Source: an optimization exercise on an open RTL-to-GDS flow (aim: small area). Production flows keep margins and buffers that such runs may drop. In this exercise RTL edits were held to simulation tests only and were not proved equivalent to the original. Power and IR drop assume default switching activity.

## flow/design.v (module list and top-level ports; edited modules follow where they fit)
// module ldiv: 2224 lines
// module ldiv_group_0: 710 lines
module ldiv #
  (
   parameter 	NUMERATOR_WIDTH = 32,
   parameter 	DENOMINATOR_WIDTH = 32,
   parameter 	QUOTIENT_WIDTH = 32
   )
   (
    input 				      clk,
    input 				      reset,
    input signed [NUMERATOR_WIDTH - 1:0]      numerator_in,
    input [DENOMINATOR_WIDTH - 1:0] 	      denominator_in,
    input 				      valid_in,
    output signed [QUOTIENT_WIDTH - 1:0]      quotient_out,
    output signed [NUMERATOR_WIDTH - 1:0]     remainder_out,
    output 				      valid_out,
    output signed [NUMERATOR_WIDTH - 1 + 1:0] numerator_out,
    output [DENOMINATOR_WIDTH - 1:0] 	      denominator_out
    );
  // ...
==> flow/flow/run.sh <==
#!/bin/bash
set -euo pipefail
bash standard.sh finish "BUFFER_PORTS_ARGS=-buffer_cell sky130_fd_sc_hd__buf_2" > standard.log 2>&1
==> flow/standard.sh <==
#!/bin/bash
# synth_recipe.tcl (not shown) runs the flow's synth.tcl, then flattens the netlist and writes it again
# the make line also repeats each setting of config.mk as NAME=value (left out here)
make -C /OpenROAD-flow-scripts/flow DESIGN_CONFIG=/design/flow/config.mk WORK_HOME=/design/flow/orfs CLKGATE_MAP_FILE= SYNTH_SCRIPT=/design/flow/synth_recipe.tcl "${@:-finish}"
==> flow/config.mk <==
export PLATFORM = sky130hd
export DESIGN_NAME = ldiv
export DESIGN_NICKNAME = ldiv
export VERILOG_FILES = /design/flow/design.v
export SDC_FILE = /design/flow/constraint.sdc
export NUM_CORES = 4
export LEC_CHECK = 0
export CAP_MARGIN = 20
export CORE_MARGIN = 2
export CORE_UTILIZATION = 60
export CTS_BUF_LIST = sky130_fd_sc_hd__clkbuf_16
export CTS_CLUSTER_DIAMETER = 110
export CTS_CLUSTER_SIZE = 34
export PLACE_DENSITY = 0.75
export SLEW_MARGIN = 20
export SYNTH_HIERARCHICAL = 1
==> flow/constraint.sdc <==
create_clock -name core_clock -period 7.0 [get_ports {clk}]
set_input_delay 1.4000 -clock core_clock [delete_from_list [all_inputs] [get_ports {clk}]]
set_output_delay 1.4000 -clock core_clock [all_outputs]
set_load 0.01 [all_outputs]
==> flow_metrics.py, run 1 <==
metrics = {
    "critical_path": {
        "crit_path_end": "R5[3]",
        "critPathLaunchType": "flop",
        "r2r_setup_slack_ns": 0.24,
    },
    "placement": {
        "dp_cells": 7675,
        "place_congestion": 0.956,
    },
    "logic_synthesis": {
        "synth_top_area_share_pct": 43.3,
        "synth_xor_area_share_pct": 14.7,
        "synthAdderAreaFrac_pct": 4.10,
        "synth_edf_count": 0,
        "yosysSeqAreaShare_pct": 43.3,
    },
    "final_layout": {
        "inverters": 304,
        "nFlopsAndLatches": 1241,
        "area.growth.synth_to_final_pct": 8.07,
        "nClkBuffers": 45,
    },
    "sta": {
        "relSlewSlack_pct": 32.1,
        "setup_violations": 0,
        "fin_crit_sh_pct": 96.5,
        "tns_ns": 0,
    },
    "pwr": {
        "clock_power_mw": 3.37,
        "ir_drop_mv": 0.228,
        "seq-power_mw": 8.05,
        "cellPowerDensity_nw_per_um2": 253,
        "p_switching_mw": 4.97,
    },
    "clocking": {
        "postCtsSetupRepairBufs": 0,
    },
    "global_route": {
        "grt_use_met2_pct": 47.8,
        "gr-usage-met3_pct": 2.96,
        "grt_pass1_vias": 42020,
    },
    "routing": {
        "vias_per_cell": 5.75,
        "drtIter0Drc": 3177,
        "wl_met3_mm": 6.72,
    },
    "die": {
        "pin_count": 197,
        "rows": 113,
    },
    "job": {
        "cap_violations": 0,
    },
    "outcome": {
        "outcome": "no timing/DRC/antenna violations",
    },
}
==> run 2, diff against run 1 <==
--- a/flow/design.v
+++ b/flow/design.v
@@ -14,95 +14,18 @@
     output signed [NUMERATOR_WIDTH - 1:0]     remainder_out,
     output 				      valid_out,
     output signed [NUMERATOR_WIDTH - 1 + 1:0] numerator_out,
     output [DENOMINATOR_WIDTH - 1:0] 	      denominator_out
     );
    wire [31:0] n0 = numerator_in;
    wire [31:0] d0 = denominator_in;
    wire v0 = valid_in;
-   wire [0:0] t1 = {n0[30] ^ n0[31]};
-   wire [0:0] b1_g = ~t1 & d0[0:0];
-   wire [0:0] b1_p = ~t1 | d0[0:0];
-   wire [1:0] b1;
-   assign b1[0] = 1'b0;
-   assign b1[1] = b1_g[0];
-   wire g1 = ~b1[1] & ~(|d0[31:1]);
-   wire [0:0] r1 = t1 ^ ({1{g1}} & (d0[0:0] ^ b1[0:0]));
-   wire [0:0] q1 = g1;
-   wire [1:0] t2 = {r1, n0[29] ^ n0[31]};
-   wire [1:0] b2_g = ~t2 & d0[1:0];
-   wire [1:0] b2_p = ~t2 | d0[1:0];
-   wire b2_G0 = b2_g[1] | (b2_p[1] & b2_g[0]);
-   wire b2_P0 = b2_p[1] & b2_p[0];
-   wire [2:0] b2;
-   assign b2[0] = 1'b0;
-   assign b2[1] = b2_g[0];
-   assign b2[2] = b2_G0;
-   wire g2 = ~b2[2] & ~(|d0[31:2]);
-   wire [1:0] r2 = t2 ^ ({2{g2}} & (d0[1:0] ^ b2[1:0]));
-   wire [1:0] q2 = {q1, g2};
-   wire [2:0] t3 = {r2, n0[28] ^ n0[31]};
-   wire [2:0] b3_g = ~t3 & d0[2:0];
-   wire [2:0] b3_p = ~t3 | d0[2:0];
-   wire b3_G0 = b3_g[1] | (b3_p[1] & b3_g[0]);
-   wire b3_P0 = b3_p[1] & b3_p[0];
-   wire b3_G1 = b3_g[2] | (b3_p[2] & b3_G0);
-   wire b3_P1 = b3_p[2] & b3_P0;
-   wire [3:0] b3;
-   assign b3[0] = 1'b0;
-   assign b3[1] = b3_g[0];
-   assign b3[2] = b3_G0;
-   assign b3[3] = b3_G1;
-   wire g3 = ~b3[3] & ~(|d0[31:3]);
-   wire [2:0] r3 = t3 ^ ({3{g3}} & (d0[2:0] ^ b3[2:0]));
-   wire [2:0] q3 = {q2, g3};
-   wire [3:0] t4 = {r3, n0[27] ^ n0[31]};
-   wire [3:0] b4_g = ~t4 & d0[3:0];
-   wire [3:0] b4_p = ~t4 | d0[3:0];
-   wire b4_G0 = b4_g[1] | (b4_p[1] & b4_g[0]);
-   wire b4_P0 = b4_p[1] & b4_p[0];
-   wire b4_G1 = b4_g[3] | (b4_p[3] & b4_g[2]);
-   wire b4_P1 = b4_p[3] & b4_p[2];
-   wire b4_G2 = b4_g[2] | (b4_p[2] & b4_G0);
-   wire b4_P2 = b4_p[2] & b4_P0;
-   wire b4_G3 = b4_G1 | (b4_P1 & b4_G0);
-   wire b4_P3 = b4_P1 & b4_P0;
-   wire [4:0] b4;
-   assign b4[0] = 1'b0;
-   assign b4[1] = b4_g[0];
-   assign b4[2] = b4_G0;
-   assign b4[3] = b4_G2;
-   assign b4[4] = b4_G3;
-   wire g4 = ~b4[4] & ~(|d0[31:4]);
-   wire [3:0] r4 = t4 ^ ({4{g4}} & (d0[3:0] ^ b4[3:0]));
-   wire [3:0] q4 = {q3, g4};
-   wire [4:0] t5 = {r4, n0[26] ^ n0[31]};
-   wire [4:0] b5_g = ~t5 & d0[4:0];
-   wire [4:0] b5_p = ~t5 | d0[4:0];
-   wire b5_G0 = b5_g[1] | (b5_p[1] & b5_g[0]);
-   wire b5_P0 = b5_p[1] & b5_p[0];
-   wire b5_G1 = b5_g[3] | (b5_p[3] & b5_g[2]);
-   wire b5_P1 = b5_p[3] & b5_p[2];
-   wire b5_G2 = b5_g[2] | (b5_p[2] & b5_G0);
-   wire b5_P2 = b5_p[2] & b5_P0;
-   wire b5_G3 = b5_G1 | (b5_P1 & b5_G0);
-   wire b5_P3 = b5_P1 & b5_P0;
-   wire b5_G4 = b5_g[4] | (b5_p[4] & b5_G3);
-   wire b5_P4 = b5_p[4] & b5_P3;
-   wire [5:0] b5;
-   assign b5[0] = 1'b0;
-   assign b5[1] = b5_g[0];
-   assign b5[2] = b5_G0;
-   assign b5[3] = b5_G2;
-   assign b5[4] = b5_G3;
-   assign b5[5] = b5_G4;
-   wire g5 = ~b5[5] & ~(|d0[31:5]);
-   wire [4:0] r5 = t5 ^ ({5{g5}} & (d0[4:0] ^ b5[4:0]));
-   wire [4:0] q5 = {q4, g5};
+   wire [4:0] q5, r5;
+   ldiv_rows_1_5 u_rows_1 (.n(n0), .d(d0), .qo(q5), .ro(r5));
    reg [31:0] n1;
    reg [31:0] d1;
    reg v1;
    reg [4:0] Q1;
    reg [4:0] R1;
    always @(posedge clk) begin
       n1 <= n0;
       d1 <= d0;
@@ -2217,16 +2140,99 @@
    wire [31:0] nq = Qx ^ qo;    
    wire sel = eqr | Qx[0];
    assign quotient_out = s ? {sel ? ~Qx[31:1] : nq[31:1], Qx[0] ^ eqr} : Qx;
    assign remainder_out = s ? (eqr ? 32'd0 : ~Rx) : Rx;
    assign numerator_out = {n12[31], n12};
    assign denominator_out = d12;
    assign valid_out = v12;
 endmodule
+module ldiv_rows_1_5 (input [31:0] n, input [31:0] d, output [4:0] qo, output [4:0] ro);
+   wire [0:0] t1 = {n[30] ^ n[31]};
+   wire [0:0] b1_g = ~t1 & d[0:0];
+   wire [0:0] b1_p = ~t1 | d[0:0];
+   wire [1:0] b1;
+   assign b1[0] = 1'b0;
+   assign b1[1] = b1_g[0];
+   wire g1 = ~b1[1] & ~(|d[31:1]);
+   wire [0:0] r1 = t1 ^ ({1{g1}} & (d[0:0] ^ b1[0:0]));
+   wire [0:0] q1 = g1;
+   wire [1:0] t2 = {r1, n[29] ^ n[31]};
+   wire [1:0] b2_g = ~t2 & d[1:0];
+   wire [1:0] b2_p = ~t2 | d[1:0];
+   wire b2_G0 = b2_g[1] | (b2_p[1] & b2_g[0]);
+   wire b2_P0 = b2_p[1] & b2_p[0];
+   wire [2:0] b2;
+   assign b2[0] = 1'b0;
+   assign b2[1] = b2_g[0];
+   assign b2[2] = b2_G0;
+   wire g2 = ~b2[2] & ~(|d[31:2]);
+   wire [1:0] r2 = t2 ^ ({2{g2}} & (d[1:0] ^ b2[1:0]));
+   wire [1:0] q2 = {q1, g2};
+   wire [2:0] t3 = {r2, n[28] ^ n[31]};
+   wire [2:0] b3_g = ~t3 & d[2:0];
+   wire [2:0] b3_p = ~t3 | d[2:0];
+   wire b3_G0 = b3_g[1] | (b3_p[1] & b3_g[0]);
+   wire b3_P0 = b3_p[1] & b3_p[0];
+   wire b3_G1 = b3_g[2] | (b3_p[2] & b3_G0);
+   wire b3_P1 = b3_p[2] & b3_P0;
+   wire [3:0] b3;
+   assign b3[0] = 1'b0;
+   assign b3[1] = b3_g[0];
+   assign b3[2] = b3_G0;
+   assign b3[3] = b3_G1;
+   wire g3 = ~b3[3] & ~(|d[31:3]);
+   wire [2:0] r3 = t3 ^ ({3{g3}} & (d[2:0] ^ b3[2:0]));
+   wire [2:0] q3 = {q2, g3};
+   wire [3:0] t4 = {r3, n[27] ^ n[31]};
+   wire [3:0] b4_g = ~t4 & d[3:0];
+   wire [3:0] b4_p = ~t4 | d[3:0];
+   wire b4_G0 = b4_g[1] | (b4_p[1] & b4_g[0]);
+   wire b4_P0 = b4_p[1] & b4_p[0];
+   wire b4_G1 = b4_g[3] | (b4_p[3] & b4_g[2]);
+   wire b4_P1 = b4_p[3] & b4_p[2];
+   wire b4_G2 = b4_g[2] | (b4_p[2] & b4_G0);
+   wire b4_P2 = b4_p[2] & b4_P0;
+   wire b4_G3 = b4_G1 | (b4_P1 & b4_G0);
+   wire b4_P3 = b4_P1 & b4_P0;
+   wire [4:0] b4;
+   assign b4[0] = 1'b0;
+   assign b4[1] = b4_g[0];
+   assign b4[2] = b4_G0;
+   assign b4[3] = b4_G2;
+   assign b4[4] = b4_G3;
+   wire g4 = ~b4[4] & ~(|d[31:4]);
+   wire [3:0] r4 = t4 ^ ({4{g4}} & (d[3:0] ^ b4[3:0]));
+   wire [3:0] q4 = {q3, g4};
+   wire [4:0] t5 = {r4, n[26] ^ n[31]};
+   wire [4:0] b5_g = ~t5 & d[4:0];
+   wire [4:0] b5_p = ~t5 | d[4:0];
+   wire b5_G0 = b5_g[1] | (b5_p[1] & b5_g[0]);
+   wire b5_P0 = b5_p[1] & b5_p[0];
+   wire b5_G1 = b5_g[3] | (b5_p[3] & b5_g[2]);
+   wire b5_P1 = b5_p[3] & b5_p[2];
+   wire b5_G2 = b5_g[2] | (b5_p[2] & b5_G0);
+   wire b5_P2 = b5_p[2] & b5_P0;
+   wire b5_G3 = b5_G1 | (b5_P1 & b5_G0);
+   wire b5_P3 = b5_P1 & b5_P0;
+   wire b5_G4 = b5_g[4] | (b5_p[4] & b5_G3);
+   wire b5_P4 = b5_p[4] & b5_P3;
+   wire [5:0] b5;
+   assign b5[0] = 1'b0;
+   assign b5[1] = b5_g[0];
+   assign b5[2] = b5_G0;
+   assign b5[3] = b5_G2;
+   assign b5[4] = b5_G3;
+   assign b5[5] = b5_G4;
+   wire g5 = ~b5[5] & ~(|d[31:5]);
+   wire [4:0] r5 = t5 ^ ({5{g5}} & (d[4:0] ^ b5[4:0]));
+   wire [4:0] q5 = {q4, g5};
+   assign qo = q5;
+   assign ro = r5;
+endmodule
 module ldiv_group_0 (input [31:0] n_2, input [31:0] d_2, input [4:0] qi_2, input [4:0] ri_2, output [7:0] qo_2, output [7:0] ro_2, input [31:0] n_3, input [31:0] d_3, input [7:0] qi_3, input [7:0] ri_3, output [10:0] qo_3, output [10:0] ro_3, input [31:0] n_4, input [31:0] d_4, input [10:0] qi_4, input [10:0] ri_4, output [13:0] qo_4, output [13:0] ro_4, input [31:0] n_5, input [31:0] d_5, input [13:0] qi_5, input [13:0] ri_5, output [16:0] qo_5, output [16:0] ro_5);
    wire [5:0] t6 = {ri_2, n_2[25] ^ n_2[31]};
    wire [5:0] b6_g = ~t6 & d_2[5:0];
    wire [5:0] b6_p = ~t6 | d_2[5:0];
    wire b6_G0 = b6_g[1] | (b6_p[1] & b6_g[0]);
    wire b6_P0 = b6_p[1] & b6_p[0];
    wire b6_G1 = b6_g[3] | (b6_p[3] & b6_g[2]);
    wire b6_P1 = b6_p[3] & b6_p[2];
==> flow/config.mk (replaced) <==
export PLATFORM = sky130hd
export DESIGN_NAME = ldiv
export DESIGN_NICKNAME = ldiv
export VERILOG_FILES = /design/flow/design.v
export SDC_FILE = /design/flow/constraint.sdc
export NUM_CORES = 4
export LEC_CHECK = 0
export CAP_MARGIN = 20
export CORE_MARGIN = 2
export CORE_UTILIZATION = 60
export CTS_BUF_LIST = sky130_fd_sc_hd__clkbuf_16
export CTS_CLUSTER_DIAMETER = 120
export CTS_CLUSTER_SIZE = 30
export PLACE_DENSITY = 0.75
export SLEW_MARGIN = 20
export SYNTH_HIERARCHICAL = 1
==> run 2 against run 1 <==
Net effect: register-to-register slack improved by 0.08 ns; global-route usage is 0.22 points lower; critical path depth up 2; sequential share of layout area decreased by 0.27 points; sequential power up 1%; clock skew shrank 0.0093 ns; fmax grew 1.1%; sequential cell count unchanged; synthesized area up 2.0%; final cell count is 0.12% higher; non-clock buffer count shrank 65; highest routed layer unchanged.
==> flow_metrics.py, run 2 <==
metrics = {
    "sta": {
        "drv_slew": 0,
        "fin_skew_ns": 0.0248,
        "fin_crit_ns": 6.68,
        "whs_ns": 0.310,
        "fin_ws_ns": 0.319,
        "worst_pin_slew_ns": 1.02,
        "fin_crit_sh_pct": 95.4,
        "max_freq_ghz": 0.150,
        "relSlewSlack_pct": 31.7,
        "hold_viol_final": 0,
        "setup_violations": 0,
        "tns_ns": 0,
    },
    "global_route": {
        "grt_pass1_vias": 42480,
        "grt_max_degree": 72,
        "antenna_found_initial": 2,
        "grt_pass1_wl_mm": 216,
        "gr-total-overflow": 0,
        "gr-usage-all-layers_pct": 26.2,
    },
    "placement": {
        "port_buffers": 196,
        "dp_hpwl_mm": 104,
        "dp_cells": 7687,
        "dpl_cell_area_sq_um": 60800,
        "place_congestion": 0.941,
        "preCtsSetupSlack_ns": 0.0429,
    },
    "pwr": {
        "power_mw": 16.4,
        "cellPowerDensity_nw_per_um2": 263,
        "seq_power_share_pct": 49.6,
        "internal_power_mw": 11.1,
        "swShare_pct": 32.7,
        "ir_drop_mv": 0.275,
        "p_clk_share_pct": 20.5,
        "power.leakage_nw": 23.8,
        "pwr-share-comb_pct": 29.9,
        "p_switching_mw": 5.37,
    },
    "logic_synthesis": {
        "synth_top_family_by_area": "simple AND/OR/NAND/NOR gates",
        "syn_avg_cell_area_sq_um": 9.19,
        "synth_edf_count": 0,
        "synth_cells": 6363,
        "synth_cell_types": 145,
        "ys.flop_type": "dfxtp_1",
        "ys_warn_count": 7,
        "yosysMostFrequentCell": "dfxtp_1",
        "synth_mux_area_share_pct": 1.12,
        "synth_xor_area_share_pct": 14.4,
        "synth_common_cells": "1241 x dfxtp_1, 672 x xnor2_1, 496 x nand2_1, 443 x nor2_1, 280 x inv_1",
        "synthTopCellsByArea": "dfxtp_1 42%, xnor2_1 10%, xor2_1 4.0%",
        "async_flop_share_pct": 0,
        "synth_top_cell_by_area": "dfxtp_1",
        "synth-simple-area-share_pct": 16.6,
        "synth_top_area_share_pct": 42.5,
        "syn_nets": 6438,
        "synth_area_sq_um": 58500,
        "synth-compound-area-share_pct": 16.5,
        "yosysSeqAreaShare_pct": 42.5,
        "synthAdderAreaFrac_pct": 4.03,
        "synth-seq-cells": 1241,
    },
    "die": {
        "die_area_sq_um": 100000,
        "rows": 114,
        "pin_count": 197,
        "die_w_um": 316,
        "start_util_pct": 60.5,
        "core_area_sq_um": 96700,
        "fp.dieH_um": 316,
    },
    "clocking": {
        "path_clk_slew_ns": 0.10,
        "numCtsBuffers": 48,
        "cts_tree": "built",
        "clock-sinks": 1241,
        "clockBufferDepth": 3,
        "clk_latency_ns": 0.70,
        "root_buffer": "clkbuf_16",
        "postCtsHoldBufs": 0,
        "cts-htree-levels": 2,
    },
    "routing": {
        "ant_nets": 0,
        "wirelength_mm": 135,
        "drtIter0Drc": 2926,
        "wl_per_cell_um": 17.4,
        "vias_per_cell": 5.77,
        "first_pass_iters": 8,
        "drcViolationCount": 0,
        "vias": 44750,
    },
    "critical_path": {
        "critPathCaptureType": "flop",
        "cp_max_fo": 14,
        "arrival_ns": 7.27,
        "worstPathRequired_ns": 7.59,
        "path_class": "reg -> reg",
        "cp_slowest_stage_delay_ns": 0.48,
        "critPathLaunchType": "flop",
        "r2r_setup_slack_ns": 0.32,
        "slowest_stage": "or3_1",
    },
    "final_layout": {
        "nets": 6538,
        "drive_above_1_share_pct": 11.0,
        "final_common_cell": "dfxtp_1",
        "utilization_pct": 64.5,
        "area.growth.synth_to_final_pct": 6.68,
        "fin_area_sq_um": 62400,
        "instances_no_fill": 7749,
        "final_cell_mix": "1235 x dfxtp_1, 670 x xnor2_1, 496 x nand2_1",
        "fill_cells": 8079,
    },
    "outcome": {
        "outcome": "no timing/DRC/antenna violations",
    },
    "job": {
        "cap_violations": 0,
    },
    "min_path": {
        "hold_class": "reg -> reg",
    },
}
-- run 2: cell count changes after synthesis, moves of 10 or more --
cell      delta
a211oi_1    +10
a211oi_2    -28
a21oi_1     +10
buf_6       +10
maj3_1      -13
maj3_2      +12
nand2_1     -66
nand3_1     +40
nor2_1      +16
nor2b_1     +19
o211ai_1    +17
or3_1       -17
xnor2_1     -15
-- run 2: worst paths after layout --
check / from / to / cells past startpoint
setup reg to reg: d4[23] / R5[1] / 27
hold reg to reg: n10[23] / n11[23] / 0
setup / recovery: d4[23] / R5[1] / 27
hold / removal: n10[23] / n11[23] / 0
-- run 2: critical path, delay by kind of cell (launching register included) --
family          cells  cell delay, ns
buf+inv             5            0.89
simple gates        6            1.73
fa+ha+maj           3            1.00
flops               1            0.33
xor+xnor            2            0.22
compound gates     11            2.36
-- run 2: per-layer routing --
layer / share of wire, % / track usage [%] / up-vias / wire length [um]
met5: 0 / 0 / - / 0
met4: 3.5 / 9.43 / 0 / 4700
met3: 4.3 / 2.77 / 245 / 5820
met2: 50 / 47.8 / 1191 / 67100
met1: 42 / 31.9 / 21023 / 57100
li1: - / - / 22291 / -
-- run 2: cell type report --
type / instances / area, sq um / area share (%)
diodes: 1 / 2.50 / 0.00401
clock buffers: 48 / 1200 / 1.92
clock inverters: 11 / 144 / 0.231
inverters: 294 / 1110 / 1.77
multi-input cells: 4491 / 31100 / 49.8
flip-flops and latches: 1241 / 24900 / 39.8
well taps: 1276 / 1600 / 2.56
repair buffers: 387 / 2440 / 3.91
-- run 2: per-module statistics from Yosys, one instance, submodules excluded --
module | times used | flip-flops and latches | cells | area [sq um]
ldiv_rows_1_5 | 1 | 0 | 229 | 1670
ldiv | 1 | 1241 | 4640 | 47100
ldiv_group_0 | 1 | 0 | 1494 | 9730
-- run 2: logic make-up after synthesis --
family	after synthesis
AOI/OAI and AO/OA	1313
xor gates and xnor gates	953
adders and majority gates	230
buffers and inverters	631
DFF	1241
muxes	65
and+or+nand+nor	1930
-- run 2: what timing repair did --
action,in CTS,in global routing
buffers inserted,0,2
setup endpoints to repair,1,94
resized for setup,1,44
-- run 2: power groups by stage --
stage / Sequential (mW) / Clock (mW) / Combinational (mW)
floorplan: 8.04 / 0 / 3.88
global placement: 8.30 / 0 / 4.72
detailed placement: 8.31 / 0 / 4.81
CTS: 8.15 / 3.48 / 4.84
global route: 8.22 / 3.72 / 5.40
finish: 8.15 / 3.37 / 4.91
==> run 3, diff against run 2 <==
==> flow/flow/run.sh (replaced) <==
#!/bin/bash
set -euo pipefail
bash standard.sh finish "BUFFER_PORTS_ARGS=-buffer_cell sky130_fd_sc_hd__buf_1" > standard.log 2>&1
==> run 3 against run 2 <==
Net effect: sequential cell count did not move; critical path type unchanged; routed wire length fell by 0.77%; sequential share of layout area increased by 0.21 points.
==> flow_metrics.py, run 3 <==
metrics = {
    "clocking": {
        "cts_tree": "built",
        "clk_latency_ns": 0.71,
        "clock-sinks": 1241,
        "root_buffer": "clkbuf_16",
        "cts-htree-levels": 2,
        "numCtsBuffers": 48,
        "path_clk_slew_ns": 0.10,
        "clockBufferDepth": 3,
        "postCtsHoldBufs": 0,
    },
    "job": {
        "cap_violations": 0,
    },
    "placement": {
        "port_buffers": 196,
        "dpl_cell_area_sq_um": 60500,
        "place_congestion": 0.939,
        "dp_hpwl_mm": 104,
        "preCtsSetupSlack_ns": 0.0208,
    },
    "die": {
        "fp.dieH_um": 316,
        "start_util_pct": 60.5,
        "die_w_um": 316,
        "core_area_sq_um": 96700,
        "rows": 114,
        "die_area_sq_um": 100000,
        "pin_count": 197,
    },
    "critical_path": {
        "critPathCaptureType": "flop",
        "worstPathRequired_ns": 7.63,
        "cp_max_fo": 11,
        "critPathLaunchType": "flop",
        "path_class": "reg -> reg",
        "cp_slowest_stage_delay_ns": 0.41,
        "slowest_stage": "a211oi_1",
        "arrival_ns": 7.27,
        "cp_top_family": "compound AO/OA/AOI/OAI gates",
        "path_buf_inv": 3,
    },
    "final_layout": {
        "fill_cells": 8060,
        "multi_input_area_sq_um": 31000,
        "final-seq-area_sq_um": 24900,
        "final_common_cell": "dfxtp_1",
        "drive_above_1_share_pct": 7.78,
        "nets": 6535,
        "area.growth.synth_to_final_pct": 6.12,
        "final_cell_mix": "1234 x dfxtp_1, 670 x xnor2_1, 496 x nand2_1",
        "fin_area_sq_um": 62100,
    },
    "logic_synthesis": {
        "syn_nets": 6438,
        "synth-seq-cells": 1241,
        "async_flop_share_pct": 0,
        "yosysMostFrequentCell": "dfxtp_1",
        "syn_avg_cell_area_sq_um": 9.19,
        "synth_area_sq_um": 58500,
        "synth_top_area_share_pct": 42.5,
        "synth_cell_types": 145,
        "ys.flop_type": "dfxtp_1",
        "synthTopCellsByArea": "dfxtp_1 42%, xnor2_1 10%, xor2_1 4.0%",
        "synth_top_cell_by_area": "dfxtp_1",
        "synth_edf_count": 0,
        "synth_cells": 6363,
        "yosysSeqAreaShare_pct": 42.5,
        "ys_warn_count": 7,
        "synth_common_cells": "1241 x dfxtp_1, 672 x xnor2_1, 496 x nand2_1, 443 x nor2_1, 280 x inv_1",
    },
    "global_route": {
        "grt_max_degree": 72,
        "antenna_found_initial": 1,
        "grt_pass1_wl_mm": 215,
        "grt_pass1_vias": 42216,
        "gr-total-overflow": 0,
        "gr-usage-all-layers_pct": 26.1,
    },
    "routing": {
        "drcViolationCount": 0,
        "vias_per_cell": 5.78,
        "wirelength_mm": 134,
        "drtIter0Drc": 3175,
        "vias": 44726,
        "ant_nets": 0,
        "first_pass_iters": 6,
        "wl_per_cell_um": 17.3,
    },
    "pwr": {
        "cellPowerDensity_nw_per_um2": 264,
        "power.leakage_nw": 23.2,
        "ir_drop_mv": 0.239,
        "power_mw": 16.4,
    },
    "sta": {
        "drv_slew": 0,
        "rsz0062_at_grt": "yes",
        "fin_skew_ns": 0.0415,
        "hold_viol_final": 0,
        "tns_ns": 0,
        "fin_ws_ns": 0.361,
        "fin_crit_ns": 6.64,
        "fin_crit_sh_pct": 94.8,
        "worst_pin_slew_ns": 1.02,
        "max_freq_ghz": 0.151,
        "relSlewSlack_pct": 31.6,
        "setup_violations": 0,
    },
    "min_path": {
        "hold_class": "reg -> reg",
    },
    "outcome": {
        "outcome": "no timing/DRC/antenna violations",
    },
}
## run 3: cell count changes in the layout (fill, tap and decap cells not counted), moves of 2 or more
| cell | change |
|---|---|
| buf_1 | +196 |
| buf_4 | -2 |
| inv_1 | -2 |
| nor4_1 | +3 |
| nor4_2 | -3 |
| buf_2 | -196 |
| clkinv_4 | +2 |
| o221ai_1 | +3 |
| o221ai_2 | -3 |
| nor3_2 | -2 |
## run 3: what timing repair did
action	in CTS	in global routing
setup buffers	0	4
gates resized for setup	1	37
pin swaps	0	5
setup endpoints to repair	1	108
## run 3: cells by family after synthesis
family,synth area share (%)
compound gates,16.5
flops,42.5
mux,1.12
xor+xnor,14.4
buf+inv,4.82
simple gates,16.6
fa+ha+maj,4.03
## run 3: worst paths after layout
path                            startpoint      to  slack [ns]  cells after the start
worst min register to register      n3[28]  n4[28]        0.32                      0
worst min-delay path                n3[28]  n4[28]        0.32                      0
worst max register to register      n3[31]   R4[1]        0.36                     26
worst max-delay path                n3[31]   R4[1]        0.36                     26
## run 3: worst reg2reg max path, cell delays in order (launching register included)
cell	delay, ns
dfxtp_1	0.35
xnor2_2	0.29
a31oi_1	0.22
o21bai_1	0.39
nand4_1	0.35
nand3_2	0.33
inv_1	0.09
buf_4	0.17
o2111ai_1	0.27
a211oi_1	0.11
o21ai_2	0.27
a31oi_1	0.18
and2_1	0.24
o221a_2	0.31
o21ai_2	0.17
clkinv_1	0.23
a211oi_1	0.41
nor4_2	0.12
a211oi_2	0.33
o21ai_1	0.16
nand2_1	0.16
a311o_2	0.25
nand2_1	0.10
o31a_1	0.32
a41o_1	0.25
a221oi_1	0.33
xnor2_1	0.18
## run 3: per-module statistics from Yosys (local to each module, per instance)
module	cells inside	cell area, sq um	copies in the design	flip-flops and latches
ldiv	4640	47100	1	1241
ldiv_group_0	1494	9730	1	0
ldiv_rows_1_5	229	1670	1	0
## run 3: per-layer routing
layer | global-route usage [%] | wire length, um
met1 | 31.5 | 56800
met2 | 47.5 | 66500
met3 | 2.26 | 5290
met4 | 10.7 | 5010
met5 | 0 | 11
## run 3: final cells by class
cell class | count | area share [%]
Antenna cell | 1 | 0.00403
Clock buffer | 48 | 1.94
Clock inverter | 9 | 0.242
Inverter | 294 | 1.79
Multi-Input combinational cell | 4491 | 49.9
Sequential cell | 1241 | 40.0
Tap cell | 1276 | 2.57
Timing Repair Buffer | 384 | 3.48
## run 3: metrics by stage
| stage | utilization [%] | std cells | hold slack [ns] |
|---|---|---|---|
| global placement | 62.6 | 7682 | 0.309 |
| finish | 64.2 | 7744 | 0.316 |
| detailed placement | 62.6 | 7682 | 0.312 |
| CTS | 64.0 | 7739 | 0.318 |
| global route | 64.2 | 7743 | 0.319 |
| floorplan | - | 6363 | 0.310 |
## run 3: power by group
part	total, mW	internal [mW]	switching, mW	leakage [nW]
clock	3.39	1.28	2.11	0.652
combinational	4.85	2.12	2.72	12.2
sequential	8.15	7.60	0.543	10.4
total	16.4	11.0	5.38	23.2

-- static timing again, ports no longer ideal --
Ports are ideal in the flow. The routed layouts listed here were re-timed in OpenROAD. Step 1 (the two cells are an assumption about what drives the block):
set clk [get_ports {clk}]
set_driving_cell -lib_cell sky130_fd_sc_hd__clkbuf_16 $clk
set_driving_cell -lib_cell sky130_fd_sc_hd__buf_2 [delete_from_list [all_inputs] $clk]
Step 2 adds t to the input delays and takes it off the output delays; t is the mean of the earliest and latest rising clock arrival at the registers after step 1. Input paths then give back, and output paths get back, about the clock's delay inside the block. Three values: ideal, step 1, step 2; two values: the first two.
| run | t, ns | setup WS [ns] | slew at the worst register clock pin (ns) | cell pins on the clock port's net |
|---|---|---|---|---|
| run 1 | 0.748 | 0.243 / 0.243 / -0.367 | 0.12 / 0.12 | 1 |
| run 2 | 0.758 | 0.319 / 0.319 / 0.319 | 0.12 / 0.12 | 1 |
| run 3 | 0.759 | 0.361 / 0.361 / 0.361 | 0.12 / 0.12 | 1 |
With both steps, setup timing fails in run 1, where it was met with ideal ports. For run 1, which loses most, drivers alone change the setup slack by 0.000 ns; drivers and shift together by -0.610 ns.
